From an optimization exercise on the open Yosys and OpenROAD flow, aimed at small area, a short achievable clock period and few clock cycles per item; shortcuts taken in it are not production practice. The RTL was checked by simulation tests, not by an equivalence proof against the original design. No activity file was given, so power comes from the tool's default toggle rates.

### flow/flow/run.sh
#!/bin/bash
set -euo pipefail
bash standard.sh SETUP_SLACK_MARGIN=6 TNS_END_PERCENT=30 \
  "BUFFER_PORTS_ARGS=-buffer_cell sky130_fd_sc_hd__buf_2" \
  "CTS_ARGS=-sink_clustering_enable -repair_clock_nets -dont_use_dummy_load -sink_clustering_size 25 -sink_clustering_max_diameter 120" \
  finish > standard.log 2>&1
### flow/standard.sh
#!/bin/bash
# synth_recipe.tcl (not shown) runs the flow's synth.tcl, then flattens the netlist and writes it again
# the make line also repeats each setting of config.mk as NAME=value (left out here)
make -C /OpenROAD-flow-scripts/flow DESIGN_CONFIG=/design/flow/config.mk WORK_HOME=/design/flow/orfs CLKGATE_MAP_FILE= SYNTH_SCRIPT=/design/flow/synth_recipe.tcl "${@:-finish}"
### flow/config.mk
export PLATFORM = sky130hd
export DESIGN_NAME = hanoivm_fsm
export DESIGN_NICKNAME = hanoivm_fsm
export VERILOG_FILES = /design/flow/design.v
export SDC_FILE = /design/flow/constraint.sdc
export NUM_CORES = 4
export LEC_CHECK = 0
export CAP_MARGIN = 20
export CORE_MARGIN = 2
export CORE_UTILIZATION = 40
export PLACE_DENSITY = 0.55
export SETUP_SLACK_MARGIN = 5
export SLEW_MARGIN = 20
### flow/constraint.sdc
create_clock -name core_clock -period 9.0 [get_ports {clk}]
set_input_delay 1.8000 -clock core_clock [delete_from_list [all_inputs] [get_ports {clk}]]
set_output_delay 1.8000 -clock core_clock [all_outputs]
set_load 0.01 [all_outputs]
### flow/design.v
module hanoivm_fsm(
    input clk,
    input rst,
    input [7:0] opcode_in,
    input [80:0] operand_in,
    input valid,
    output ready,
    output reg [80:0] result_out,
    output reg done
);
    localparam D  = 15;
    localparam LO = 41;         
    localparam HI = 81 - LO;    
    reg [LO-1:0] sl [0:D-1];
    reg [HI-1:0] sh [0:D-1];
    reg [3:0]    sp;            
    reg          v2;
    reg          a_push, a_pop, a_add, a_down, a_hold;
    reg [80:0]   operand_r;
    reg          v3;
    reg          b_push, b_pop, b_add, b_down, b_hold;
    reg [HI-1:0] operand_h;
    reg          carry;
    reg [LO-1:0] result_l;
    assign ready = 1'b1;
    wire [3:0] sp_now = a_push ? sp + 4'd1 : a_down ? sp - 4'd1 : sp;
    wire       nz     = sp_now != 4'd0;
    wire       ge2    = sp_now[3:1] != 3'd0;
    wire c_push = valid && opcode_in == 8'h01;
    wire c_pop  = valid && opcode_in == 8'h02 && nz;
    wire c_add  = valid && opcode_in == 8'h03 && ge2;
    always @(posedge clk or posedge rst) begin
        if (rst) begin
            v2     <= 1'b0;
            a_push <= 1'b0;
            a_pop  <= 1'b0;
            a_add  <= 1'b0;
            a_down <= 1'b0;
            a_hold <= 1'b1;
            v3     <= 1'b0;
            b_push <= 1'b0;
            b_pop  <= 1'b0;
            b_add  <= 1'b0;
            b_down <= 1'b0;
            b_hold <= 1'b1;
            sp     <= 4'd0;
            done   <= 1'b0;
        end else begin
            v2     <= valid;
            a_push <= c_push;
            a_pop  <= c_pop;
            a_add  <= c_add;
            a_down <= c_pop || c_add;
            a_hold <= !(c_push || c_pop || c_add);
            v3     <= v2;
            b_push <= a_push;
            b_pop  <= a_pop;
            b_add  <= a_add;
            b_down <= a_down;
            b_hold <= a_hold;
            sp     <= sp_now;
            done   <= v3;
        end
    end
    always @(posedge clk) begin
        operand_r <= operand_in;
        operand_h <= operand_r[80:LO];
    end
    wire [LO:0] sum_l = {1'b0, sl[0]} + {1'b0, sl[1]};
    always @(posedge clk) begin
        carry    <= sum_l[LO];
        result_l <= ({LO{a_push}} & operand_r[LO-1:0]) | ({LO{a_add}} & sum_l[LO-1:0]) |
                    ({LO{a_pop}} & sl[0]);
        sl[0]    <= ({LO{a_push}} & operand_r[LO-1:0]) | ({LO{a_add}} & sum_l[LO-1:0]) |
                    ({LO{a_pop}} & sl[1]) | ({LO{a_hold}} & sl[0]);
    end
    wire [HI:0]   sum_hc = {sh[0], 1'b1} + {sh[1], carry};
    wire [HI-1:0] sum_h  = sum_hc[HI:1];
    always @(posedge clk) begin
        result_out <= {({HI{b_push}} & operand_h) | ({HI{b_add}} & sum_h) |
                       ({HI{b_pop}} & sh[0]),
                       result_l};
        sh[0]      <= ({HI{b_push}} & operand_h) | ({HI{b_add}} & sum_h) |
                      ({HI{b_pop}} & sh[1]) | ({HI{b_hold}} & sh[0]);
    end
    genvar i;
    generate
        for (i = 1; i < D; i = i + 1) begin : g_shift
            always @(posedge clk) begin
                if (i < D-1) begin
                    sl[i] <= ({LO{a_push}} & sl[i-1]) | ({LO{a_down}} & sl[(i < D-1) ? i+1 : i]) |
                             ({LO{a_hold}} & sl[i]);
                    sh[i] <= ({HI{b_push}} & sh[i-1]) | ({HI{b_down}} & sh[(i < D-1) ? i+1 : i]) |
                             ({HI{b_hold}} & sh[i]);
                end else begin
                    sl[i] <= ({LO{a_push}} & sl[i-1]) | ({LO{!a_push}} & sl[i]);
                    sh[i] <= ({HI{b_push}} & sh[i-1]) | ({HI{!b_push}} & sh[i]);
                end
            end
        end
    endgenerate
endmodule
==> run_results.csv, run 1 <==
group,metric,value,unit
layout,final_core_util,43.6,%
logic_synthesis,ys_seq_area_share,57.1,%
power,p_sw_share,20.5,%
timing,setup_violations,0,
power,seqPwrFrac,65.7,%
layout,area_growth_syn_to_layout,7.91,%
cts,cts_hold_buffers,0,
global_routing,grt_max_degree,271,
logic_synthesis,synth_edf_count,81,
min_path,holdCritPathClass,"reg2reg",
timing,timing.final.ws_setup,5.86,ns
detailed_routing,drc,0,
timing,tightestPinTransition,1.37,ns
setup_path,slowest_delay,0.41,ns
floorplan,initial_core_util,40.4,%
power,ir_drop,155,uV
floorplan,ios,175,
floorplan,rows,133,
place,portBuffers,173,
cts,clock_tree.root_cell,"clkbuf_16",
logic_synthesis,synth_ff_type,"dfxtp_1",
setup_path,worstPathMaxFanout,3,
logic_synthesis,syn_nets,5198,
setup_path,startpoint,"carry",
logic_synthesis,synthAdderAreaFrac,2.00,%
detailed_routing,vias,38779,
detailed_routing,routed_wl,121000,um
setup_path,reg2regPathDepth,11,
global_routing,grt_pass1_wl,189000,um
setup_path,critPathCaptureType,"flip-flop",
logic_synthesis,syn_inst,5022,
timing,max_freq,318,MHz
floorplan,die_y,369,um
setup_path,rrSetupSlack,5.86,ns
setup_path,cp-start-kind,"flip-flop",
logic_synthesis,synth_commonest_cells,"dfxtp_1, inv_1, a222oi_1",
setup_path,worstSetupPathType,"reg2reg",
power,clockPowerShare,33.0,%
place,preCtsSetupSlack,5.45,ns
power,p_int,8.08,mW
cts,clockBufferDepth,3,
setup_path,r2r_end,"sh[0][33]",
place,dp_cells,6551,
timing,finalMaxSlewViolations,0,
logic_synthesis,synthMuxAreaShare,0.0188,%
global_routing,overflow,0,
layout,drive_gt1_share,7.58,%
timing,clock_skew,0.0690,ns
timing,final.period_utilization,34.9,%
place,place_congestion,0.872,
global_routing,gr-usage-all-layers,16.6,%
logic_synthesis,synth-compound-area-share,26.1,%
timing,max_slew_margin,8.47,%
cts,clock_sinks,1476,
logic_synthesis,syn_avg_cell_area,10.6,um2
timing,timing_hold_violations_final,0,
setup_path,critical_path.slowest_cell,"dfxtp_4",
logic_synthesis,yosysTopAreaCellShare,51.8,%
setup_path,path_cells,"fa_2 > a21oi_2 > nor2b_1 > a311o_2 > a211o_4 > a21o_4 > nand4_1 > o211ai_1 > a31oi_1 > xnor2_1 > a221o_1",
logic_synthesis,yosys-top-cells-area,"dfxtp_1, a222oi_1, inv_1",
job,cap_viol_max_count,0,
global_routing,grt_pass1_vias,35020,
logic_synthesis,yosysWarnings,3,
timing,period_minus_slack,3.14,ns
power,cellPowerDensity,177,nW/um2
logic_synthesis,synth-simple-area-share,2.70,%
logic_synthesis,synth_most_common_cell,"dfxtp_1",
setup_path,r2r_start,"carry",
detailed_routing,routed_via_density,5.83,
cts,clk_latency,0.68,ns
layout,layout.nets,5070,
timing,hold_slack,0.298,ns
detailed_routing,avgRoutedWirePerCell,18.2,um
layout,final-instance-count-excl-fill,6647,
global_routing,antenna_found_initial,1,
power,pwr-share-comb,1.3,%
detailed_routing,first_iter_violations,7161,
logic_synthesis,syn_area,53300,um2
logic_synthesis,synth_top_cell_by_area,"dfxtp_1",
run_status,status,"finished clean",
detailed_routing,drtAntennaViolNets,0,
logic_synthesis,synth_top_family_by_area,"compound AO/OA/AOI/OAI gates",
logic_synthesis,synth_seq_cells,1476,
power,switchingPower,2.09,mW
place,place_hpwl,72400,um
cts,clk_pin_slew,0.10,ns
layout,antennaDiodeCount,0,
setup_path,crit_arrival,3.72,ns
power,power.leakage,29.7,nW
setup_path,endpoint,"sh[0][33]",
floorplan,dieArea,136000,um2
logic_synthesis,synth_cell_type_count,73,
cts,h-tree-depth,3,
timing,rsz0062_at_grt,"yes",
setup_path,cp.required,9.58,ns
timing,fin_setup_tns,0,ns
cts,cts_tree,"yes",
logic_synthesis,synthXorXnorAreaFrac,1.23,%
cts,cts_buffers,69,
detailed_routing,dr.pass1.iters,15,
logic_synthesis,ys_async_sr_fraction,1.15,%
floorplan,die_w,369,um
floorplan,fp.coreArea,132000,um2
## cell type report
type,count,area [um2]
tap,1755,2200
sequential,1476,30500
fill,12601,74300
multi-input combinational,2016,17400
inverter,1106,4150
clock buffer,69,1730
timing repair buffer,225,1510
## worst min-delay path by stage
stage,slack [ns],end,startpoint,depth (start not counted)
global route,0.31,operand_h[26],operand_r[67],0
floorplan,0.31,operand_h[0],operand_r[41],0
finish,0.30,operand_h[25],operand_r[66],0
detailed placement,0.31,result_out[24],result_l[24],0
CTS,0.30,operand_h[25],operand_r[66],0
global placement,0.31,operand_h[6],operand_r[47],0
## routing by layer
metal  vias up  part of all wire (%)  GRT usage, %
li1      18783                     -             -
met1     19042                    44          21.5
met2       808                    49          28.3
met3       144                   4.0          2.43
met4         2                   3.1          5.44
met5         -                 0.011             0
## power groups by stage
stage | clock [mW] | combinational [mW] | sequential [mW]
2_1_floorplan | 0 | 0.0891 | 6.81
3_3_place_gp | 0 | 0.127 | 6.83
3_5_place_dp | 0 | 0.127 | 6.83
4_1_cts | 3.52 | 0.130 | 6.68
5_1_grt | 3.73 | 0.147 | 6.69
6_report | 3.35 | 0.133 | 6.68
## layout by cell type (no fill, tap or decap), types with 17 or more instances in the layout
master	count
nand2_1	194
o21ai_1	20
nor2_1	33
buf_4	32
a21oi_1	107
a221o_1	43
o21ai_0	58
nand3_1	20
buf_2	173
a222oi_1	1077
clkbuf_16	70
a22oi_1	57
ha_1	73
edfxtp_1	81
xnor2_1	50
a21o_1	59
inv_1	1105
xor2_1	25
dfxtp_1	1367
nand4_1	17
## per-stage QoR
step | power [mW] | cell area [um2]
detailed placement | 6.96 | 55100
global placement | 6.96 | 55100
finish | 10.2 | 57500
CTS | 10.3 | 57100
global route | 10.6 | 57500
floorplan | 6.90 | 53300
## kinds of logic (layout without fill, tap and decap cells)
logic type,count (synthesis),count (layout)
xor gates and xnor gates,75,75
DFF,1476,1476
and+or+nand+nor,324,324
other,1,1
muxes,1,1
adders and majority gates,84,84
buffers and inverters,1530,1400
AOI/OAI and AO/OA,1531,1531
## worst max-delay path: cells and delay by family (launching register included)
family                     cells  cell delay, ns
AOI/OAI and AO/OA              7            1.87
DFF                            1            0.41
adders and majority gates      1            0.40
and+or+nand+nor                2            0.18
xor gates and xnor gates       1            0.14
## repair_timing
action                     CTS  global route
setup buffers               13            10
pin swaps                   19            21
cloned                       2             1
resized for setup           26            58
setup endpoints to repair  600           487
## state kept, by name (all words and copies together), names as in the netlist, 4 cells and up, named ones only
register / count
result_l: 41
sh: 560
sl: 574
operand_r: 81
operand_h: 40
result_out: 81
sp: 4
Testbench counts, summed over its fixed seeds: cycles 2,412, items 2,400.
==> run 2: changes to the inputs <==
==> flow/design.v (replaced) <==
module hanoivm_fsm(
    input clk,
    input rst,
    input [7:0] opcode_in,
    input [80:0] operand_in,
    input valid,
    output ready,
    output reg [80:0] result_out,
    output reg done
);
    localparam D  = 15;
    localparam LO = 41;         
    localparam HI = 81 - LO;    
    reg [LO-1:0] sl [0:D-1];
    reg [HI-1:0] sh [0:D-1];
    reg [3:0]    sp;
    reg          nz;            
    reg          ge2;           
    reg          v2;
    reg          b_push, b_pop, b_add, b_down, b_hold;
    reg [HI-1:0] operand_h;
    reg          carry;
    reg [LO-1:0] result_l;
    assign ready = 1'b1;
    wire a_push = valid && opcode_in == 8'h01;
    wire a_pop  = valid && opcode_in == 8'h02 && nz;
    wire a_add  = valid && opcode_in == 8'h03 && ge2;
    wire a_down = a_pop || a_add;
    wire a_hold = !(a_push || a_down);
    wire [3:0] sp_next = a_push ? sp + 4'd1 : a_down ? sp - 4'd1 : sp;
    always @(posedge clk or posedge rst) begin
        if (rst) begin
            sp     <= 4'd0;
            nz     <= 1'b0;
            ge2    <= 1'b0;
            v2     <= 1'b0;
            b_push <= 1'b0;
            b_pop  <= 1'b0;
            b_add  <= 1'b0;
            b_down <= 1'b0;
            b_hold <= 1'b1;
            done   <= 1'b0;
        end else begin
            sp     <= sp_next;
            nz     <= sp_next != 4'd0;
            ge2    <= sp_next[3:1] != 3'd0;
            v2     <= valid;
            b_push <= a_push;
            b_pop  <= a_pop;
            b_add  <= a_add;
            b_down <= a_down;
            b_hold <= a_hold;
            done   <= v2;
        end
    end
    wire [LO:0] sum_l = {1'b0, sl[0]} + {1'b0, sl[1]};
    always @(posedge clk) begin
        operand_h <= operand_in[80:LO];
        carry     <= sum_l[LO];
        result_l  <= ({LO{a_push}} & operand_in[LO-1:0]) | ({LO{a_add}} & sum_l[LO-1:0]) |
                     ({LO{a_pop}} & sl[0]);
        sl[0]     <= ({LO{a_push}} & operand_in[LO-1:0]) | ({LO{a_add}} & sum_l[LO-1:0]) |
                     ({LO{a_pop}} & sl[1]) | ({LO{a_hold}} & sl[0]);
    end
    wire [HI:0]   sum_hc = {sh[0], 1'b1} + {sh[1], carry};
    wire [HI-1:0] sum_h  = sum_hc[HI:1];
    always @(posedge clk) begin
        result_out <= {({HI{b_push}} & operand_h) | ({HI{b_add}} & sum_h) |
                       ({HI{b_pop}} & sh[0]),
                       result_l};
        sh[0]      <= ({HI{b_push}} & operand_h) | ({HI{b_add}} & sum_h) |
                      ({HI{b_pop}} & sh[1]) | ({HI{b_hold}} & sh[0]);
    end
    genvar i;
    generate
        for (i = 1; i < D; i = i + 1) begin : g_shift
            always @(posedge clk) begin
                if (i < D-1) begin
                    sl[i] <= ({LO{a_push}} & sl[i-1]) | ({LO{a_down}} & sl[(i < D-1) ? i+1 : i]) |
                             ({LO{a_hold}} & sl[i]);
                    sh[i] <= ({HI{b_push}} & sh[i-1]) | ({HI{b_down}} & sh[(i < D-1) ? i+1 : i]) |
                             ({HI{b_hold}} & sh[i]);
                end else begin
                    sl[i] <= ({LO{a_push}} & sl[i-1]) | ({LO{!a_push}} & sl[i]);
                    sh[i] <= ({HI{b_push}} & sh[i-1]) | ({HI{!b_push}} & sh[i]);
                end
            end
        end
    endgenerate
endmodule
--- a/flow/config.mk
+++ b/flow/config.mk
@@ -6,8 +6,10 @@
 export NUM_CORES = 4
 export LEC_CHECK = 0
 export CAP_MARGIN = 20
+export CELL_PAD_IN_SITES_DETAIL_PLACEMENT = 1
+export CELL_PAD_IN_SITES_GLOBAL_PLACEMENT = 1
 export CORE_MARGIN = 2
-export CORE_UTILIZATION = 40
-export PLACE_DENSITY = 0.55
+export CORE_UTILIZATION = 35
+export PLACE_DENSITY = 0.5
 export SETUP_SLACK_MARGIN = 5
 export SLEW_MARGIN = 20
==> run 2 against run 1 <==
Against the previous run:
- worst hold slack better by 0.030 ns
- first-iteration DRC count fell by 31%
- power fell by 5.0%
- register-to-register slack about the same
- non-clock buffer count rose by 253
- synthesized cell count rose by 9.5%
- critical path type is now in2reg
- largest power group unchanged
- largest cell class unchanged
- critical path depth up 4
- clock power decreased by 4%
- final cell count up 14%
==> run_results.csv, run 2 <==
group,metric,value,unit
run_status,status,"finished clean",
logic_synthesis,syn_nets,5677,
cts,h-tree-depth,2,
timing,fin_setup_tns,0,ns
min_path,hold_end,"result_out[25]",
detailed_routing,routed_wl,171000,um
place,post_dp_cell_area,54500,um2
setup_path,critPathTopFamily,"buffers and inverters",
cts,cts_buffers,61,
layout,reg_top3,"sl (574), sh (560), result_out (81)",
global_routing,grt_max_degree,231,
layout,drive_gt1_share,15.0,%
setup_path,cp.required,9.67,ns
floorplan,initial_core_util,35.1,%
logic_synthesis,synth_ff_type,"dfxtp_1",
place,place_hpwl,83900,um
layout,fillCellCount,16392,
floorplan,die_y,391,um
global_routing,overflow,0,
setup_path,cp-start-kind,"input pin",
power,ir_drop,141,uV
floorplan,dieArea,153000,um2
setup_path,r2r_end,"result_l[32]",
layout,final_core_util,42.3,%
logic_synthesis,ys_seq_area_share,54.8,%
logic_synthesis,synth_cell_type_count,80,
cts,cts_tree,"yes",
layout,final_cell_mix,"dfxtp_1, nand2_1, inv_1",
power,cellPowerDensity,153,nW/um2
global_routing,antenna_found_initial,2,
setup_path,slowest_delay,0.54,ns
place,dp_cells,7217,
logic_synthesis,syn_area,52400,um2
timing,clock_skew,0.0216,ns
logic_synthesis,ys_async_sr_fraction,0.935,%
setup_path,worstPathMaxFanout,7,
logic_synthesis,syn_avg_cell_area,9.53,um2
detailed_routing,vias,42704,
timing,rsz0062_at_grt,"yes",
place,portBuffers,173,
floorplan,rows,142,
timing,setup_violations,0,
floorplan,ios,175,
layout,largest_reg_flops,574,
global_routing,gr-usage-all-layers,19.8,%
timing,finalMaxSlewViolations,0,
logic_synthesis,yosysWarnings,3,
timing,tightestPinTransition,1.17,ns
layout,design_area,63200,um2
setup_path,path_cells,"buf_6 > or4b_4 > nor4_4 > buf_6 > nand3b_1 > bufinv_16 > buf_8 > buf_16 > buf_12 > buf_12 > buf_8 > buf_12 > buf_16 > a22oi_2 > nand2_1",
detailed_routing,routed_via_density,5.65,
global_routing,grt_pass1_wl,243000,um
setup_path,crit_path_frequent_cell,"buf_12",
cts,cts_hold_buffers,0,
logic_synthesis,yosysTopAreaCellShare,49.5,%
floorplan,die_w,391,um
timing,period_minus_slack,3.51,ns
min_path,min_path_cells,0,
detailed_routing,dr.pass1.iters,12,
timing,max_slew_margin,22.2,%
timing,timing_hold_violations_final,0,
setup_path,rrSetupSlack,5.87,ns
layout,regMostFlops,"sl",
job,cap_viol_max_count,0,
detailed_routing,avgRoutedWirePerCell,22.6,um
setup_path,cp_num_buf_inv,10,
place,place_congestion,0.781,
timing,max_freq,285,MHz
layout,area_growth_syn_to_layout,20.5,%
layout,final-instance-count-excl-fill,7563,
logic_synthesis,synth_commonest_cells,"dfxtp_1, nand2_1, a22oi_1",
cts,clock_tree.root_cell,"clkbuf_16",
power,power.leakage,30.0,nW
setup_path,r2r_start,"sl[1][0]",
min_path,holdCritPathClass,"reg2reg",
setup_path,reg2regPathDepth,13,
logic_synthesis,synth_most_common_cell,"dfxtp_1",
layout,regArea,28800,um2
layout,multi_input_area,21200,um2
cts,clk_pin_slew,0.11,ns
layout,final_common_cell,"dfxtp_1",
logic_synthesis,synth_seq_cells,1391,
global_routing,grt_pass1_vias,40433,
logic_synthesis,synth_top_cell_by_area,"dfxtp_1",
floorplan,fp.coreArea,149000,um2
logic_synthesis,syn_inst,5501,
detailed_routing,drtAntennaViolNets,0,
layout,antennaDiodeCount,0,
cts,clock_sinks,1391,
logic_synthesis,yosys-top-cells-area,"dfxtp_1, a222oi_1, nand2_1",
min_path,min_from,"result_l[25]",
setup_path,crit_arrival,4.18,ns
cts,clk_latency,0.73,ns
timing,final.period_utilization,39.0,%
detailed_routing,drc,0,
setup_path,worstSetupPathType,"in2reg",
layout,layout.nets,5797,
setup_path,critical_path.slowest_cell,"or4b_4",
cts,clockBufferDepth,3,
detailed_routing,first_iter_violations,4967,
logic_synthesis,synth_edf_count,81,
setup_path,critPathCaptureType,"flip-flop",
## run 2: cell types whose count changed after synthesis, sizes merged, moves of 60 or more
cell    previous run  this run
a222oi          1077       538
a22oi             58       607
buf               34       100
clkbuf           390       330
dfxtp           1378      1297
inv             1106       560
nand2            195      1277
## run 2: metal layers
layer / part of all wire, % / track usage (%) / routed length (um)
met5: 0 / 0 / 0
met4: 2.1 / 4.77 / 3560
met3: 3.1 / 1.96 / 5310
met1: 48 / 28.4 / 82300
met2: 47 / 31.8 / 79600
## run 2: through the flow
stage,hold WS (ns),setup slack [ns],total power [mW]
after floorplan,0.310,5.22,6.49
after global placement,0.310,3.31,6.56
after detailed placement,0.313,3.29,6.56
after CTS,0.326,5.50,9.82
after global routing,0.336,5.46,10.1
final,0.328,5.49,9.66
## run 2: cell type report
type | instances | share of cell area [%]
Timing Repair Buffer | 478 | 11.0
Sequential cell | 1391 | 45.5
Multi-Input combinational cell | 3121 | 33.6
Clock buffer | 61 | 2.42
Inverter | 561 | 3.39
Timing Repair inverter | 7 | 0.188
Tap cell | 1944 | 3.85
## run 2: worst max-delay path by stage
stage	from	to	slack, ns	depth (start not counted)
after CTS	opcode_in[4]	nz	5.50	12
after floorplan	opcode_in[4]	sl[0][33]	5.22	8
after global routing	opcode_in[4]	sl[11][16]	5.46	15
final	opcode_in[4]	sl[11][16]	5.49	15
after global placement	opcode_in[4]	flip-flop	3.31	7
after detailed placement	opcode_in[4]	sl[10][10]	3.29	9
## run 2: kinds of logic after synthesis
| group | share of synthesized area (%) |
|---|---|
| adders and majority gates | 2.03 |
| buffers and inverters | 7.24 |
| and+or+nand+nor | 10.6 |
| AOI/OAI and AO/OA | 24.1 |
| xor gates and xnor gates | 1.20 |
| other | 0.00715 |
| muxes | 0.0596 |
| DFF | 54.8 |
## run 2: worst reg2reg max path: stages, from the launching register on
cell and delay, ns:
dfxtp_1 0.40, ha_1 0.21, inv_1 0.06, fa_1 0.41
nor2b_2 0.16, o31a_1 0.24, o31ai_4 0.10, o211ai_1 0.18
buf_4 0.16, a31oi_4 0.15, o31a_1 0.33, xnor2_1 0.13
a22oi_1 0.37, nand2_1 0.09
## run 2: what timing repair did
item	CTS	global route
pin swaps	123	133
gates resized for setup	204	357
gates cloned	84	76
buffers inserted	64	60
endpoints found under the setup margin	875	840
endpoints found under the hold margin	0	0
## run 2: power by group
group          leakage, nW  internal [mW]  switching, mW
logic                 17.8         0.0731         0.0860
registers             11.4           6.24         0.0477
clock network        0.752           1.21           2.00
Testbench counts of run 2, summed over its fixed seeds: cycles 2,406, items 2,400.
==> run 3: changes to the inputs <==
==> flow/design.v (replaced) <==
module hanoivm_fsm(
    input clk,
    input rst,
    input [7:0] opcode_in,
    input [80:0] operand_in,
    input valid,
    output ready,
    output reg [80:0] result_out,
    output reg done
);
    localparam D  = 15;
    localparam LO = 41;         
    localparam HI = 81 - LO;    
    reg [LO-1:0] sl [0:D-1];
    reg [HI-1:0] sh [0:D-1];
    reg [3:0]    sp;            
    reg          ph;            
    reg          v2;
    reg          a_push, a_pop, a_add, a_down, a_hold;
    reg [80:0]   operand_r;
    reg          v3;
    reg          b_push, b_pop, b_add, b_down, b_hold;
    reg [HI-1:0] operand_h;
    reg          carry;
    reg [LO-1:0] result_l;
    assign ready = 1'b1;
    wire [3:0] sp_now = a_push ? sp + 4'd1 : a_down ? sp - 4'd1 : sp;
    wire       nz     = sp_now != 4'd0;
    wire       ge2    = sp_now[3:1] != 3'd0;
    wire c_push = valid && opcode_in == 8'h01;
    wire c_pop  = valid && opcode_in == 8'h02 && nz;
    wire c_add  = valid && opcode_in == 8'h03 && ge2;
    always @(posedge clk or posedge rst) begin
        if (rst) begin
            ph     <= 1'b0;
            v2     <= 1'b0;
            a_push <= 1'b0;
            a_pop  <= 1'b0;
            a_add  <= 1'b0;
            a_down <= 1'b0;
            a_hold <= 1'b1;
            v3     <= 1'b0;
            b_push <= 1'b0;
            b_pop  <= 1'b0;
            b_add  <= 1'b0;
            b_down <= 1'b0;
            b_hold <= 1'b1;
            sp     <= 4'd0;
            done   <= 1'b0;
        end else begin
            ph     <= !ph;
            v2     <= valid;
            a_push <= c_push;
            a_pop  <= c_pop;
            a_add  <= c_add;
            a_down <= c_pop || c_add;
            a_hold <= !(c_push || c_pop || c_add);
            v3     <= v2;
            b_push <= a_push;
            b_pop  <= a_pop;
            b_add  <= a_add;
            b_down <= a_down;
            b_hold <= a_hold;
            sp     <= sp_now;
            done   <= v3;
        end
    end
    always @(posedge clk) begin
        operand_r <= operand_in;
        operand_h <= operand_r[80:LO];
    end
    wire [LO:0]   sum_l = {1'b0, sl[0]} + {1'b0, sl[1]} + {{LO{1'b0}}, ph};
    wire [LO-1:0] op_l  = operand_r[LO-1:0] ^ {LO{ph}};
    always @(posedge clk) begin
        carry    <= sum_l[LO];
        result_l <= ({LO{a_push}} & operand_r[LO-1:0]) |
                    ((({LO{a_add}} & sum_l[LO-1:0]) | ({LO{a_pop}} & sl[0])) ^ {LO{ph & a_down}});
        sl[0]    <= ~(({LO{a_push}} & op_l) | ({LO{a_add}} & sum_l[LO-1:0]) |
                      ({LO{a_pop}} & sl[1]) | ({LO{a_hold}} & sl[0]));
    end
    wire [HI:0]   sum_hc = {sh[0], 1'b1} + {sh[1], !carry};
    wire [HI-1:0] sum_h  = sum_hc[HI:1];
    wire [HI-1:0] op_h   = operand_h ^ {HI{ph}};
    always @(posedge clk) begin
        result_out <= {({HI{b_push}} & operand_h) |
                       ((({HI{b_add}} & sum_h) | ({HI{b_pop}} & sh[0])) ^ {HI{ph & b_down}}),
                       result_l};
        sh[0]      <= ~(({HI{b_push}} & op_h) | ({HI{b_add}} & sum_h) |
                        ({HI{b_pop}} & sh[1]) | ({HI{b_hold}} & sh[0]));
    end
    genvar i;
    generate
        for (i = 1; i < D; i = i + 1) begin : g_shift
            always @(posedge clk) begin
                if (i < D-1) begin
                    sl[i] <= ~(({LO{a_push}} & sl[i-1]) | ({LO{a_down}} & sl[(i < D-1) ? i+1 : i]) |
                               ({LO{a_hold}} & sl[i]));
                    sh[i] <= ~(({HI{b_push}} & sh[i-1]) | ({HI{b_down}} & sh[(i < D-1) ? i+1 : i]) |
                               ({HI{b_hold}} & sh[i]));
                end else begin
                    sl[i] <= ~(({LO{a_push}} & sl[i-1]) | ({LO{!a_push}} & sl[i]));
                    sh[i] <= ~(({HI{b_push}} & sh[i-1]) | ({HI{!b_push}} & sh[i]));
                end
            end
        end
    endgenerate
endmodule
==> flow/config.mk (replaced) <==
export PLATFORM = sky130hd
export DESIGN_NAME = hanoivm_fsm
export DESIGN_NICKNAME = hanoivm_fsm
export VERILOG_FILES = /design/flow/design.v
export SDC_FILE = /design/flow/constraint.sdc
export NUM_CORES = 4
export LEC_CHECK = 0
export CAP_MARGIN = 20
export CORE_MARGIN = 2
export CORE_UTILIZATION = 40
export PLACE_DENSITY = 0.55
export SETUP_SLACK_MARGIN = 5
export SLEW_MARGIN = 20
==> run 3 against run 2 <==
Against the previous run:
- still clean on timing, DRC and antenna
- power up 16%
- global-route usage decreased by 2.7 points
- register-to-register slack worse by 0.11 ns
- worst hold slack got worse by 0.017 ns
- via count fell by 10%
- final cell count down 22%
- worst setup slack gained 0.27 ns
- highest routed layer unchanged
==> run_results.csv, run 3 <==
group,metric,value,unit
run_status,status,"finished clean",
cts,clockBufferDepth,3,
cts,cts_tree,"yes",
setup_path,path_cells,"fa_2 > buf_6 > a211oi_4 > o21ai_2 > a211o_1 > a32oi_2 > nand3_1 > and3_1 > or2_1 > mux2i_1 > o21ai_1 > xnor2_1 > nand2_1",
detailed_routing,first_iter_violations,10006,
floorplan,ios,175,
timing,tightestPinTransition,1.14,ns
setup_path,crit_arrival,3.77,ns
setup_path,worstSetupPathType,"reg2reg",
power,cellPowerDensity,199,nW/um2
timing,rsz0062_at_grt,"yes",
logic_synthesis,synth_commonest_cells,"dfxtp_1, a222oi_1, clkbuf_1",
logic_synthesis,synth_seq_cells,1477,
global_routing,overflow,0,
place,place_congestion,0.862,
timing,max_freq,309,MHz
layout,final_core_util,44.0,%
logic_synthesis,synth_edf_count,0,
floorplan,die_y,364,um
floorplan,dieArea,132000,um2
logic_synthesis,syn_area,51700,um2
layout,reg_top3,"sl (615), sh (600)",
setup_path,slowest_delay,0.50,ns
logic_synthesis,synth_top_cell_by_area,"dfxtp_1",
cts,clock_tree.root_cell,"clkbuf_16",
timing,clock_skew,0.0641,ns
power,p_int,8.59,mW
place,place_hpwl,71300,um
layout,final_common_cell,"dfxtp_1",
logic_synthesis,yosysTopAreaCellShare,56.5,%
floorplan,fp.coreArea,128000,um2
detailed_routing,dr.pass1.iters,22,
global_routing,grt_pass1_wl,188000,um
detailed_routing,routed_via_density,6.48,
logic_synthesis,synth_cell_type_count,74,
cts,cts_hold_buffers,0,
layout,drive_gt1_share,11.0,%
layout,antennaDiodeCount,0,
cts,clock_sinks,1477,
logic_synthesis,synth_most_common_cell,"dfxtp_1",
layout,final_cell_mix,"dfxtp_1, a222oi_1, nand2_1",
cts,h-tree-depth,3,
power,power.leakage,20.5,nW
min_path,holdCritPathClass,"reg2reg",
setup_path,cp.required,9.54,ns
timing,setup_violations,0,
layout,layout.nets,4420,
global_routing,gr-usage-all-layers,17.1,%
layout,regMostFlops,"sl",
setup_path,cp-start-kind,"flip-flop",
power,ir_drop,167,uV
detailed_routing,drc,0,
detailed_routing,avgRoutedWirePerCell,20.7,um
detailed_routing,drtAntennaViolNets,0,
power,switchingPower,2.59,mW
timing,finalMaxSlewViolations,0,
power,p_sw_share,23.2,%
job,cap_viol_max_count,0,
timing,max_slew_margin,23.7,%
power,pwr-share-comb,6.4,%
logic_synthesis,syn_nets,4576,
cts,clk_pin_slew,0.10,ns
logic_synthesis,ys_seq_area_share,57.4,%
global_routing,grt_max_degree,261,
logic_synthesis,yosys-top-cells-area,"dfxtp_1, a222oi_1, clkbuf_1",
logic_synthesis,syn_inst,4400,
logic_synthesis,yosysWarnings,3,
floorplan,initial_core_util,40.4,%
timing,final.period_utilization,36.0,%
logic_synthesis,synth_ff_type,"dfxtp_1",
floorplan,rows,131,
power,clockPowerShare,30.1,%
place,portBuffers,173,
global_routing,grt_pass1_vias,32320,
detailed_routing,routed_wl,122000,um
layout,area_growth_syn_to_layout,8.71,%
global_routing,antenna_found_initial,2,
timing,fin_setup_tns,0,ns
cts,cts_buffers,69,
detailed_routing,vias,38237,
setup_path,critical_path.slowest_cell,"dfrtp_4",
power,seqPwrFrac,63.5,%
setup_path,worstPathMaxFanout,3,
logic_synthesis,syn_avg_cell_area,11.7,um2
layout,fillCellCount,12071,
floorplan,die_w,364,um
timing,timing_hold_violations_final,0,
cts,clk_latency,0.68,ns
setup_path,critPathCaptureType,"flip-flop",
layout,largest_reg_flops,615,
logic_synthesis,ys_async_sr_fraction,1.22,%
timing,period_minus_slack,3.24,ns
[run 3: power groups by stage]
| stage | sequential (mW) | clock (mW) | combinational, mW |
|---|---|---|---|
| global route | 7.14 | 3.73 | 0.794 |
| global placement | 7.23 | 0 | 0.625 |
| floorplan | 7.13 | 0 | 0.519 |
| finish | 7.10 | 3.36 | 0.719 |
| CTS | 7.09 | 3.52 | 0.690 |
| detailed placement | 7.24 | 0 | 0.633 |
[run 3: timing repair]
| action | 4_1_cts | 5_1_grt |
|---|---|---|
| hold endpoints to repair | 0 | 0 |
| gates resized for setup | 113 | 62 |
| setup endpoints to repair | 786 | 774 |
| buffers inserted | 30 | 12 |
| cloned | 0 | 3 |
| pin swaps | 70 | 44 |
[run 3: stage by stage]
step / power (mW) / cells / hold WS (ns) / worst slack [ns] / area [um2]
after CTS: 11.3 / 5889 / 0.307 / 5.74 / 55700
after detailed placement: 7.87 / 5790 / 0.312 / 4.89 / 53300
after global placement: 7.86 / 5790 / 0.310 / 5.00 / 53300
final: 11.2 / 5904 / 0.311 / 5.76 / 56200
after global routing: 11.7 / 5904 / 0.301 / 5.64 / 56200
after floorplan: 7.65 / 4400 / 0.310 / 5.87 / 51800
[run 3: worst paths after layout]
| path | cells after the start | startpoint | end | slack, ns |
|---|---|---|---|---|
| setup / recovery | 13 | ph | result_l[39] | 5.76 |
| hold / removal | 0 | result_l[30] | result_out[30] | 0.31 |
| setup reg to reg | 13 | ph | result_l[39] | 5.76 |
| hold reg to reg | 0 | result_l[30] | result_out[30] | 0.31 |
| max in group asynchronous | 2 | rst | ph | 7.28 |
| min in group asynchronous | 2 | rst | a_down | 1.22 |
[run 3: cell type report]
cell class | instances | area, um2 | share of cell area, %
flip-flops and latches | 1477 | 29700 | 52.9
multi-input cells | 2418 | 20800 | 37.0
well taps | 1662 | 2080 | 3.70
repair buffers | 248 | 1730 | 3.08
clock buffers | 69 | 1730 | 3.07
inverters | 30 | 113 | 0.200
[run 3: kinds of logic after synthesis]
| group | count (synthesis) | share of synthesized area (%) |
|---|---|---|
| AO/OA/AOI/OAI | 1571 | 27.5 |
| multiplexers | 88 | 1.70 |
| other | 1 | 0.00725 |
| buffers and inverters | 505 | 3.67 |
| AND/OR/NAND/NOR | 471 | 4.25 |
| XOR/XNOR | 203 | 3.44 |
| flip-flops | 1477 | 57.4 |
| adder cells (fa/ha/maj) | 84 | 2.08 |
[run 3: per-layer routing]
metal  routed length, um  track usage [%]
met1               65900             30.0
met2               46200             20.8
met3                8510             2.17
met4                1670             3.51
met5                   0                0
[run 3: worst max-delay path: cells and delay by family, from the launching register on]
| family | cells | cell delay, ns |
|---|---|---|
| compound gates | 5 | 1.09 |
| simple gates | 4 | 0.67 |
| flops | 1 | 0.50 |
| fa+ha+maj | 1 | 0.37 |
| xor+xnor | 1 | 0.20 |
| mux | 1 | 0.17 |
| buf+inv | 1 | 0.14 |
Testbench counts of run 3, summed over its fixed seeds: cycles 2,412, items 2,400.
==> run 4: changes to the inputs <==
--- a/flow/design.v
+++ b/flow/design.v
@@ -22,7 +22,7 @@
     reg          b_push, b_pop, b_add, b_down, b_hold;
     reg [HI-1:0] operand_h;
     reg          carry;
-    reg [LO-1:0] result_l;
+    reg [LO-1:0] result_l;      
     assign ready = 1'b1;
     wire [3:0] sp_now = a_push ? sp + 4'd1 : a_down ? sp - 4'd1 : sp;
     wire       nz     = sp_now != 4'd0;
@@ -69,12 +69,13 @@
         operand_r <= operand_in;
         operand_h <= operand_r[80:LO];
     end
-    wire [LO:0]   sum_l = {1'b0, sl[0]} + {1'b0, sl[1]} + {{LO{1'b0}}, ph};
-    wire [LO-1:0] op_l  = operand_r[LO-1:0] ^ {LO{ph}};
+    wire [LO+1:0] sum_lc = {1'b0, sl[0], 1'b1} + {1'b0, sl[1], ph};
+    wire [LO:0]   sum_l  = sum_lc[LO+1:1];
+    wire [LO-1:0] op_l   = operand_r[LO-1:0] ^ {LO{ph}};
     always @(posedge clk) begin
         carry    <= sum_l[LO];
-        result_l <= ({LO{a_push}} & operand_r[LO-1:0]) |
-                    ((({LO{a_add}} & sum_l[LO-1:0]) | ({LO{a_pop}} & sl[0])) ^ {LO{ph & a_down}});
+        result_l <= ({LO{a_push}} & op_l) | ({LO{a_add}} & sum_l[LO-1:0]) |
+                    ({LO{a_pop}} & sl[0]) | {LO{a_hold & ph}};
         sl[0]    <= ~(({LO{a_push}} & op_l) | ({LO{a_add}} & sum_l[LO-1:0]) |
                       ({LO{a_pop}} & sl[1]) | ({LO{a_hold}} & sl[0]));
     end
@@ -84,7 +85,7 @@
     always @(posedge clk) begin
         result_out <= {({HI{b_push}} & operand_h) |
                        ((({HI{b_add}} & sum_h) | ({HI{b_pop}} & sh[0])) ^ {HI{ph & b_down}}),
-                       result_l};
+                       result_l ^ {LO{!ph}}};
         sh[0]      <= ~(({HI{b_push}} & op_h) | ({HI{b_add}} & sum_h) |
                         ({HI{b_pop}} & sh[1]) | ({HI{b_hold}} & sh[0]));
     end
==> run 4 against run 3 <==
Against the previous run:
- critical endpoint unchanged
- sequential power is essentially flat
- largest cell class unchanged
- still clean
- clock skew increased by 0.00058 ns
- non-clock buffer count is 15 lower
==> run_results.csv, run 4 <==
group,metric,value,unit
run_status,status,"finished clean",
timing,clock_skew,0.0647,ns
power,ir_drop,148,uV
timing,rsz0062_at_grt,"yes",
power,power,11.1,mW
layout,antennaDiodeCount,0,
job,cap_viol_max_count,0,
setup_path,crit_arrival,3.63,ns
layout,design_area,56300,um2
power,cellPowerDensity,198,nW/um2
place,portBuffers,173,
layout,final_cell_mix,"dfxtp_1, a222oi_1, nand2_1",
timing,period_minus_slack,3.05,ns
detailed_routing,avgRoutedWirePerCell,19.5,um
floorplan,die_w,364,um
setup_path,rrSetupSlack,5.95,ns
timing,fin_setup_tns,0,ns
logic_synthesis,synthAdderAreaFrac,2.05,%
logic_synthesis,yosys-top-cells-area,"dfxtp_1, a222oi_1, clkbuf_1",
timing,timing_hold_violations_final,0,
floorplan,initial_core_util,40.2,%
timing,final.period_utilization,33.9,%
global_routing,overflow,0,
logic_synthesis,syn_nets,4523,
layout,drive_gt1_share,11.8,%
setup_path,critical_path.slowest_cell,"dfrtp_4",
logic_synthesis,syn_inst,4347,
cts,cts_tree,"yes",
layout,area_growth_syn_to_layout,8.41,%
layout,largest_reg_flops,615,
place,place_congestion,0.871,
logic_synthesis,ys_seq_area_share,57.1,%
setup_path,path_cells,"fa_2 > a21o_1 > a21oi_2 > o211ai_1 > a31oi_2 > o21ai_4 > a31oi_4 > o21ai_1 > a221o_1 > xor2_1 > a221o_1",
logic_synthesis,synth_commonest_cells,"dfxtp_1, a222oi_1, clkbuf_1",
setup_path,cp_num_cells,11,
cts,clock_sinks,1477,
detailed_routing,routed_wl,115000,um
layout,fillCellCount,12293,
logic_synthesis,synth_top_family_by_area,"compound AO/OA/AOI/OAI gates",
detailed_routing,first_iter_violations,8397,
timing,setup_violations,0,
setup_path,critPathTopFamily,"compound AO/OA/AOI/OAI gates",
setup_path,critPathCaptureType,"flip-flop",
setup_path,slowest_delay,0.53,ns
min_path,holdCritPathClass,"reg2reg",
cts,h-tree-depth,3,
logic_synthesis,synth_edf_count,0,
floorplan,dieArea,133000,um2
setup_path,cp.required,9.57,ns
logic_synthesis,synth-simple-area-share,3.80,%
logic_synthesis,ys_async_sr_fraction,1.22,%
global_routing,antenna_found_initial,0,
min_path,min_path_cells,0,
logic_synthesis,synth_top_cell_by_area,"dfxtp_1",
setup_path,worstPathMaxFanout,3,
detailed_routing,routed_via_density,6.34,
place,place_hpwl,66000,um
logic_synthesis,syn_avg_cell_area,12.0,um2
logic_synthesis,yosysTopAreaCellShare,56.2,%
timing,tightestPinTransition,1.09,ns
global_routing,grt_pass1_vias,33537,
logic_synthesis,synth_most_common_cell,"dfxtp_1",
logic_synthesis,synthXorXnorAreaFrac,3.76,%
cts,clock_tree.root_cell,"clkbuf_16",
setup_path,crit_path_frequent_cell,"a221o_1",
power,power.leakage,20.6,nW
cts,cts_buffers,69,
detailed_routing,drtAntennaViolNets,0,
layout,reg_top3,"sl (615), sh (600)",
cts,clockBufferDepth,3,
global_routing,grt_max_degree,251,
floorplan,fp.coreArea,129000,um2
global_routing,grt_pass1_wl,181000,um
timing,finalMaxSlewViolations,0,
place,post_dp_cell_area,53500,um2
cts,cts_hold_buffers,0,
logic_synthesis,synthMuxAreaShare,1.77,%
logic_synthesis,synth_ff_type,"dfxtp_1",
logic_synthesis,syn_area,52000,um2
floorplan,ios,175,
layout,layout.nets,4348,
detailed_routing,vias,37509,
setup_path,reg2regPathDepth,11,
global_routing,gr-usage-all-layers,16.2,%
detailed_routing,dr.pass1.iters,17,
floorplan,die_y,364,um
logic_synthesis,yosysWarnings,3,
layout,final_common_cell,"dfxtp_1",
logic_synthesis,synth-compound-area-share,27.7,%
layout,final_core_util,43.6,%
cts,clk_pin_slew,0.10,ns
setup_path,cp-start-kind,"flip-flop",
detailed_routing,drc,0,
timing,max_slew_margin,27.0,%
timing,max_freq,328,MHz
setup_path,worstSetupPathType,"reg2reg",
layout,regMostFlops,"sl",
floorplan,rows,132,
cts,clk_latency,0.68,ns
logic_synthesis,synth_seq_cells,1477,
logic_synthesis,synth_cell_type_count,87,
setup_path,cp_num_buf_inv,0,
## run 4: changes by cell type after synthesis, moves of 17 or more
cell and delta:
and2_1 -17, nand2_1 -63, a222oi_1 -39, a21o_1 +22
o21ai_0 -18, a22o_1 +23, a221oi_1 +28, a211o_1 +26
a21oi_1 -21, xnor2_1 +20
## run 4: layer usage
layer	track usage, %	up-vias	routed length (um)
met3	2.13	116	4720
met1	23.0	18693	54400
li1	-	17817	-
met5	0	-	0
met2	25.9	883	54100
met4	3.95	0	2300
## run 4: final timing paths
path / start / end
worst min register to register: operand_r[45] / operand_h[4]
worst min-delay path: operand_r[45] / operand_h[4]
max in group asynchronous: rst / b_push
min in group asynchronous: rst / ph
worst max-delay path: ph / result_l[39]
worst max register to register: ph / result_l[39]
## run 4: where the power goes
part           switching, mW  internal (mW)  leakage, nW
Combinational          0.341          0.385         7.24
Sequential             0.244           6.82         12.5
Clock                   1.96           1.38        0.850
## run 4: cell type report
type | count | area [um2] | area share, %
multi-input cells | 2367 | 21000 | 37.2
clock buffers | 69 | 1730 | 3.07
inverters | 24 | 90.1 | 0.160
flip-flops and latches | 1477 | 29800 | 52.9
repair buffers | 233 | 1570 | 2.78
well taps | 1742 | 2180 | 3.87
## run 4: repair_timing
action | CTS | global route
cloned | 0 | 2
resized for setup | 30 | 181
setup buffers | 9 | 18
setup endpoints to repair | 433 | 551
pin swaps | 12 | 42
## run 4: cell families (layout without fill, tap and decap cells)
kind of cell / count (synthesis) / count (layout)
AO/OA/AOI/OAI: 1559 / 1559
flip-flops: 1477 / 1477
buffers and inverters: 503 / 326
AND/OR/NAND/NOR: 408 / 408
XOR/XNOR: 223 / 223
multiplexers: 92 / 92
adder cells (fa/ha/maj): 84 / 84
other: 1 / 1
## run 4: metrics by stage
stage               setup slack (ns)  hold WS, ns  std cells
floorplan                       5.93        0.310       4347
CTS                             5.85        0.310       5892
detailed placement              5.37        0.312       5814
global placement                5.39        0.311       5814
finish                          5.95        0.315       5912
global route                    5.86        0.334       5912
Testbench counts of run 4, summed over its fixed seeds: cycles 2,412, items 2,400.
==> run 5: changes to the inputs <==
--- a/flow/design.v
+++ b/flow/design.v
@@ -15,6 +15,7 @@
     reg [HI-1:0] sh [0:D-1];
     reg [3:0]    sp;            
     reg          ph;            
+    reg          ph_c;          
     reg          v2;
     reg          a_push, a_pop, a_add, a_down, a_hold;
     reg [80:0]   operand_r;
@@ -66,10 +67,11 @@
         end
     end
     always @(posedge clk) begin
+        ph_c      <= !ph;
         operand_r <= operand_in;
         operand_h <= operand_r[80:LO];
     end
-    wire [LO+1:0] sum_lc = {1'b0, sl[0], 1'b1} + {1'b0, sl[1], ph};
+    wire [LO+1:0] sum_lc = {1'b0, sl[0], 1'b1} + {1'b0, sl[1], ph_c};
     wire [LO:0]   sum_l  = sum_lc[LO+1:1];
     wire [LO-1:0] op_l   = operand_r[LO-1:0] ^ {LO{ph}};
     always @(posedge clk) begin
==> run 5 against run 4 <==
Against the previous run:
- highest routed layer is now met5
- global-route usage grew 1.3 points
- utilization shrank 0.43 points
- area after synthesis grew 0.36%
- still clean on timing, DRC and antenna
- die area grew 0.36%
- flip-flop and latch count grew 1
- largest power group unchanged
- non-clock buffer count shrank 17
- final cell count grew 1.0%
- critical path depth shrank 1
==> run_results.csv, run 5 <==
group,metric,value,unit
floorplan,ios,175,
global_routing,antenna_found_initial,2,
timing,final.period_utilization,33.8,%
timing,max_slew_margin,22.5,%
timing,fin_setup_tns,0,ns
timing,tightestPinTransition,1.16,ns
global_routing,grt_max_degree,263,
layout,antennaDiodeCount,0,
layout,drive_gt1_share,8.73,%
logic_synthesis,synth_ff_type,"dfxtp_1",
place,portBuffers,173,
setup_path,worstSetupPathType,"reg2reg",
cts,clockBufferDepth,3,
setup_path,critical_path.slowest_cell,"or3_4",
timing,period_minus_slack,3.04,ns
detailed_routing,routed_wl,125000,um
cts,cts_tree,"yes",
timing,finalMaxSlewViolations,0,
logic_synthesis,yosysTopAreaCellShare,56.1,%
logic_synthesis,yosys-top-cells-area,"dfxtp_1, a222oi_1, clkbuf_1",
setup_path,cp.required,9.55,ns
layout,fillCellCount,12293,
logic_synthesis,synth_cell_type_count,88,
logic_synthesis,synth-compound-area-share,27.8,%
setup_path,critPathTopFamily,"compound AO/OA/AOI/OAI gates",
timing,clock_skew,0.0439,ns
floorplan,initial_core_util,40.3,%
cts,clk_pin_slew,0.10,ns
global_routing,overflow,0,
logic_synthesis,synthMuxAreaShare,2.02,%
floorplan,fp.coreArea,129000,um2
min_path,holdCritPathClass,"reg2reg",
floorplan,die_y,365,um
cts,cts_buffers,69,
global_routing,grt_pass1_wl,193000,um
logic_synthesis,syn_avg_cell_area,11.8,um2
floorplan,rows,132,
layout,final_common_cell,"dfxtp_1",
layout,largest_reg_flops,615,
setup_path,critPathCaptureType,"flip-flop",
run_status,status,"finished clean",
logic_synthesis,synth_top_cell_by_area,"dfxtp_1",
logic_synthesis,ys_async_sr_fraction,1.22,%
global_routing,grt_pass1_vias,35414,
global_routing,gr-usage-all-layers,17.4,%
logic_synthesis,ys_seq_area_share,56.9,%
logic_synthesis,syn_nets,4591,
logic_synthesis,synth_seq_cells,1478,
layout,final_core_util,43.2,%
logic_synthesis,synth_commonest_cells,"dfxtp_1, a222oi_1, clkbuf_1",
detailed_routing,dr.pass1.iters,15,
timing,max_freq,329,MHz
setup_path,worstPathMaxFanout,5,
setup_path,cp-start-kind,"flip-flop",
timing,hold_slack,0.321,ns
layout,reg_top3,"sl (615), sh (600)",
logic_synthesis,syn_area,52100,um2
cts,clock_sinks,1478,
layout,layout.nets,4407,
layout,final-instance-count-excl-fill,5971,
setup_path,crit_arrival,3.59,ns
timing,rsz0062_at_grt,"yes",
layout,final_cell_mix,"dfxtp_1, a222oi_1, nand2_1",
detailed_routing,drc,0,
detailed_routing,drtAntennaViolNets,0,
logic_synthesis,yosysWarnings,3,
cts,clock_tree.root_cell,"clkbuf_16",
power,power.leakage,20.5,nW
layout,regMostFlops,"sl",
layout,regArea,29700,um2
place,place_hpwl,76400,um
detailed_routing,avgRoutedWirePerCell,20.9,um
timing,setup_violations,0,
power,power,11.1,mW
setup_path,path_cells,"ha_1 > nor2b_1 > o31ai_4 > a21oi_2 > o2111ai_2 > a211oi_2 > or3_4 > a311o_1 > o211ai_2 > mux2_1",
floorplan,die_w,365,um
logic_synthesis,synth_top_family_by_area,"compound AO/OA/AOI/OAI gates",
job,cap_viol_max_count,0,
detailed_routing,routed_via_density,6.45,
cts,clk_latency,0.68,ns
power,cellPowerDensity,199,nW/um2
detailed_routing,vias,38497,
logic_synthesis,synth_most_common_cell,"dfxtp_1",
place,place_congestion,0.871,
logic_synthesis,synthAdderAreaFrac,2.04,%
setup_path,cp_num_buf_inv,0,
cts,h-tree-depth,3,
place,dp_cells,5896,
layout,area_growth_syn_to_layout,7.23,%
layout,multi_input_area,20800,um2
floorplan,dieArea,133000,um2
detailed_routing,first_iter_violations,7188,
logic_synthesis,syn_inst,4415,
timing,timing_hold_violations_final,0,
logic_synthesis,synthXorXnorAreaFrac,3.46,%
power,ir_drop,122,uV
logic_synthesis,synth-simple-area-share,4.16,%
logic_synthesis,synth_edf_count,0,
setup_path,slowest_delay,0.39,ns
[run 5: worst reg2reg max path, cell delays in order, from the launching register on]
cell	delay, ns
dfxtp_2	0.35
ha_1	0.28
nor2b_1	0.17
o31ai_4	0.31
a21oi_2	0.13
o2111ai_2	0.34
a211oi_2	0.17
or3_4	0.39
a311o_1	0.36
o211ai_2	0.09
mux2_1	0.33
[run 5: through the flow]
| stage | worst slack [ns] | cell area (um2) |
|---|---|---|
| after global routing | 5.83 | 55900 |
| after global placement | 5.68 | 53800 |
| after CTS | 5.92 | 55800 |
| final | 5.96 | 55900 |
| after floorplan | 5.85 | 52200 |
| after detailed placement | 5.60 | 53800 |
[run 5: worst paths after layout]
kind | start | to | slack [ns] | depth (start not counted)
setup / recovery | sh[0][0] | result_out[79] | 5.96 | 10
hold / removal | operand_r[62] | operand_h[21] | 0.32 | 0
setup reg to reg | sh[0][0] | result_out[79] | 5.96 | 10
hold reg to reg | operand_r[62] | operand_h[21] | 0.32 | 0
max in group asynchronous | rst | ph | 6.91 | 2
min in group asynchronous | rst | b_down | 1.35 | 2
[run 5: power by group]
| group | total [mW] | internal (mW) | switching [mW] |
|---|---|---|---|
| sequential | 7.08 | 6.83 | 0.257 |
| combinational | 0.664 | 0.343 | 0.320 |
| clock | 3.37 | 1.38 | 1.99 |
| total | 11.1 | 8.55 | 2.56 |
[run 5: what timing repair did]
| action | CTS | global route |
|---|---|---|
| hold buffers | 0 | 0 |
| setup endpoints to repair | 179 | 608 |
| pin swaps | 5 | 6 |
| gates resized for setup | 38 | 29 |
| setup buffers | 3 | 2 |
| gates cloned | 0 | 1 |
[run 5: logic make-up after synthesis]
family | Yosys count
other | 1
XOR/XNOR | 206
AO/OA/AOI/OAI | 1594
buffers and inverters | 499
adder cells (fa/ha/maj) | 84
flip-flops | 1478
multiplexers | 105
AND/OR/NAND/NOR | 448
[run 5: metal layers]
metal	vias to the layer above	track usage, %	routed length, um
li1	18106	-	-
met1	19398	21.5	52400
met2	826	31.5	64300
met3	163	1.92	4140
met4	4	5.74	3710
met5	-	0	27
[run 5: area by class of cell]
type / count / share of cell area [%]
tap: 1742 / 3.90
timing repair buffer: 216 / 2.46
multi-input combinational: 2438 / 37.2
inverter: 28 / 0.188
sequential: 1478 / 53.2
clock buffer: 69 / 3.09
Testbench counts of run 5, summed over its fixed seeds: cycles 2,412, items 2,400.
==> run 6: changes to the inputs <==
==> flow/flow/run.sh (replaced) <==
#!/bin/bash
set -euo pipefail
bash standard.sh SETUP_SLACK_MARGIN=6.3 TNS_END_PERCENT=50 \
  "BUFFER_PORTS_ARGS=-buffer_cell sky130_fd_sc_hd__buf_2" \
  "CTS_ARGS=-sink_clustering_enable -repair_clock_nets -dont_use_dummy_load -sink_clustering_size 25 -sink_clustering_max_diameter 120" \
  finish > standard.log 2>&1
==> run 6 against run 5 <==
Against the previous run:
- area after synthesis unchanged
- fmax increased by 1.7%
- register-to-register slack improved by 0.13 ns
- worst hold slack got worse by 0.0012 ns
- via count increased by 1.8%
- largest cell class unchanged
==> run_results.csv, run 6 <==
group,metric,value,unit
logic_synthesis,synth_seq_cells,1478,
cts,cts_tree,"yes",
layout,regMostFlops,"sl",
cts,clock_tree.root_cell,"clkbuf_16",
logic_synthesis,syn_avg_cell_area,11.8,um2
setup_path,critPathCaptureType,"output pin",
floorplan,ios,175,
detailed_routing,first_iter_violations,7491,
place,place_hpwl,76400,um
min_path,holdCritPathClass,"reg2reg",
layout,drive_gt1_share,15.0,%
power,clockPowerShare,30.0,%
logic_synthesis,yosysWarnings,3,
logic_synthesis,synthAdderAreaFrac,2.04,%
detailed_routing,routed_wl,128000,um
cts,clk_pin_slew,0.10,ns
setup_path,slowest_delay,0.40,ns
logic_synthesis,synthXorXnorAreaFrac,3.46,%
timing,max_freq,334,MHz
logic_synthesis,synth_edf_count,0,
global_routing,grt_pass1_wl,197000,um
detailed_routing,vias,39191,
setup_path,rrSetupSlack,6.09,ns
cts,clockBufferDepth,3,
logic_synthesis,synth_top_family_by_area,"compound AO/OA/AOI/OAI gates",
place,portBuffers,173,
logic_synthesis,synth_commonest_cells,"dfxtp_1, a222oi_1, clkbuf_1",
job,cap_viol_max_count,0,
global_routing,antenna_found_initial,1,
power,p_int,8.63,mW
power,power.leakage,21.1,nW
power,p_sw_share,23.2,%
logic_synthesis,synth_cell_type_count,88,
layout,largest_reg_flops,615,
timing,finalMaxSlewViolations,0,
power,power,11.2,mW
logic_synthesis,synth-compound-area-share,27.8,%
cts,h-tree-depth,3,
timing,timing_hold_violations_final,0,
floorplan,fp.coreArea,129000,um2
logic_synthesis,syn_area,52100,um2
timing,fin_setup_tns,0,ns
cts,cts_buffers,69,
layout,area_growth_syn_to_layout,11.2,%
detailed_routing,avgRoutedWirePerCell,21.2,um
logic_synthesis,synth-simple-area-share,4.16,%
logic_synthesis,yosysTopAreaCellShare,56.1,%
setup_path,critical_path.slowest_cell,"dfrtp_1",
cts,clock_sinks,1478,
power,pwr-share-comb,6.9,%
setup_path,critPathTopFamily,"flip-flops",
place,post_dp_cell_area,53800,um2
setup_path,worstSetupPathType,"reg2out",
global_routing,grt_max_degree,250,
timing,rsz0062_at_grt,"yes",
timing,final.period_utilization,33.2,%
layout,final_cell_mix,"dfxtp_1, a222oi_1, nand2_1",
setup_path,crit_arrival,1.19,ns
logic_synthesis,synthMuxAreaShare,2.02,%
cts,clk_latency,0.68,ns
logic_synthesis,yosys-top-cells-area,"dfxtp_1, a222oi_1, clkbuf_1",
global_routing,grt_pass1_vias,35957,
setup_path,path_cells,"buf_2",
layout,antennaDiodeCount,0,
detailed_routing,drc,0,
floorplan,dieArea,133000,um2
timing,setup_violations,0,
layout,design_area,58000,um2
power,seqPwrFrac,63.1,%
floorplan,die_y,365,um
global_routing,overflow,0,
logic_synthesis,ys_seq_area_share,56.9,%
timing,max_slew_margin,14.6,%
logic_synthesis,syn_nets,4591,
timing,clock_skew,0.0478,ns
floorplan,die_w,365,um
setup_path,cp-start-kind,"flip-flop",
setup_path,cp.required,7.20,ns
floorplan,initial_core_util,40.3,%
global_routing,gr-usage-all-layers,17.8,%
logic_synthesis,synth_most_common_cell,"dfxtp_1",
power,ir_drop,122,uV
timing,tightestPinTransition,1.28,ns
logic_synthesis,ys_async_sr_fraction,1.22,%
timing,hold_slack,0.320,ns
timing,period_minus_slack,2.99,ns
detailed_routing,dr.pass1.iters,13,
place,place_congestion,0.871,
detailed_routing,routed_via_density,6.49,
layout,final_common_cell,"dfxtp_1",
floorplan,rows,132,
logic_synthesis,synth_ff_type,"dfxtp_1",
logic_synthesis,syn_inst,4415,
setup_path,worstPathMaxFanout,1,
logic_synthesis,synth_top_cell_by_area,"dfxtp_1",
layout,layout.nets,4471,
power,cellPowerDensity,194,nW/um2
run_status,status,"finished clean",
setup_path,cp_num_buf_inv,1,
layout,reg_top3,"sl (615), sh (600)",
power,switchingPower,2.61,mW
detailed_routing,drtAntennaViolNets,0,
-- run 6: cell counts after synthesis --
Identical to the previous run, type by type.
-- run 6: kinds of logic after synthesis --
| group | Yosys count |
|---|---|
| other | 1 |
| adder cells (fa/ha/maj) | 84 |
| XOR/XNOR | 206 |
| AND/OR/NAND/NOR | 448 |
| buffers and inverters | 499 |
| multiplexers | 105 |
| AO/OA/AOI/OAI | 1594 |
| flip-flops | 1478 |
-- run 6: layer usage --
layer / wire (um) / track usage [%] / vias up
li1: - / - / 18252
met1: 53300 / 22.0 / 19826
met2: 65700 / 32.3 / 922
met3: 4910 / 1.87 / 189
met4: 4150 / 5.97 / 2
met5: 13 / 0 / -
-- run 6: power by group through the flow --
stage          registers [mW]  clock network [mW]  logic [mW]
2_1_floorplan            7.13                   0       0.516
3_3_place_gp             7.23                   0       0.635
3_5_place_dp             7.23                   0       0.644
4_1_cts                  7.09                3.52       0.719
5_1_grt                  7.13                3.73       0.857
6_report                 7.09                3.37       0.779
-- run 6: final timing paths --
path	start	endpoint	cells past startpoint
max	done	done	1
min	operand_r[62]	operand_h[21]	0
max reg2reg	sh[0][0]	result_out[68]	13
min reg2reg	operand_r[62]	operand_h[21]	0
max in group asynchronous	rst	ph	2
min in group asynchronous	rst	b_down	2
-- run 6: layout make-up --
| class | count | area (um2) |
|---|---|---|
| fillers | 12097 | 71500 |
| repair buffers | 280 | 2310 |
| inverters | 28 | 105 |
| clock buffers | 69 | 1730 |
| well taps | 1742 | 2180 |
| flip-flops and latches | 1478 | 29900 |
| multi-input cells | 2438 | 21800 |
-- run 6: metrics by stage --
step	utilization, %	setup WS (ns)	cells
finish	44.8	6.01	6035
global route	44.8	5.95	6035
CTS	44.0	5.96	6007
detailed placement	41.6	5.60	5896
global placement	41.6	5.68	5896
floorplan	-	5.85	4415
-- run 6: repair_timing --
item                       4_1_cts  5_1_grt
pin swaps                       62       84
hold endpoints to repair         0        0
gates cloned                     3        2
setup endpoints to repair      863      556
hold buffers                     0        0
buffers inserted                39       26
resized for setup              252      186

## what the ideal ports hide
Ports are ideal in the flow. The routed layouts listed here were re-timed in OpenROAD. Step 1: set_driving_cell puts a clkbuf_16 on clk and a buf_2 on each other input, an assumption about the parent block. Step 2 adds t to the input delays and takes it off the output delays; t is the mean of the earliest and latest rising clock arrival at the registers after step 1. Input paths then give back, and output paths get back, about the clock's delay inside the block. a / b / c = no drivers / after step 1 / after step 2; a / b = the first two.
| run | t (ns) | setup WS [ns] | clock arrival spread, ns | worst data-port slew with drivers (ns) |
|---|---|---|---|---|
| run 1 | 0.740 | 5.858 / 5.843 / 5.858 | 0.099 / 0.099 | 0.07 |
| run 2 | 0.797 | 5.488 / 5.527 / 4.730 | 0.030 / 0.030 | 0.07 |
| run 3 | 0.715 | 5.761 / 5.761 / 5.702 | 0.088 / 0.088 | 0.09 |
| run 4 | 0.727 | 5.948 / 5.948 / 5.745 | 0.086 / 0.086 | 0.04 |
| run 5 | 0.726 | 5.957 / 5.938 / 5.717 | 0.046 / 0.045 | 0.09 |
| run 6 | 0.729 | 6.008 / 5.933 / 5.716 | 0.049 / 0.050 | 0.10 |
After both steps setup and hold are still met in every run listed. For run 2, which loses most, drivers alone change the setup slack by +0.039 ns; drivers and shift together by -0.758 ns.
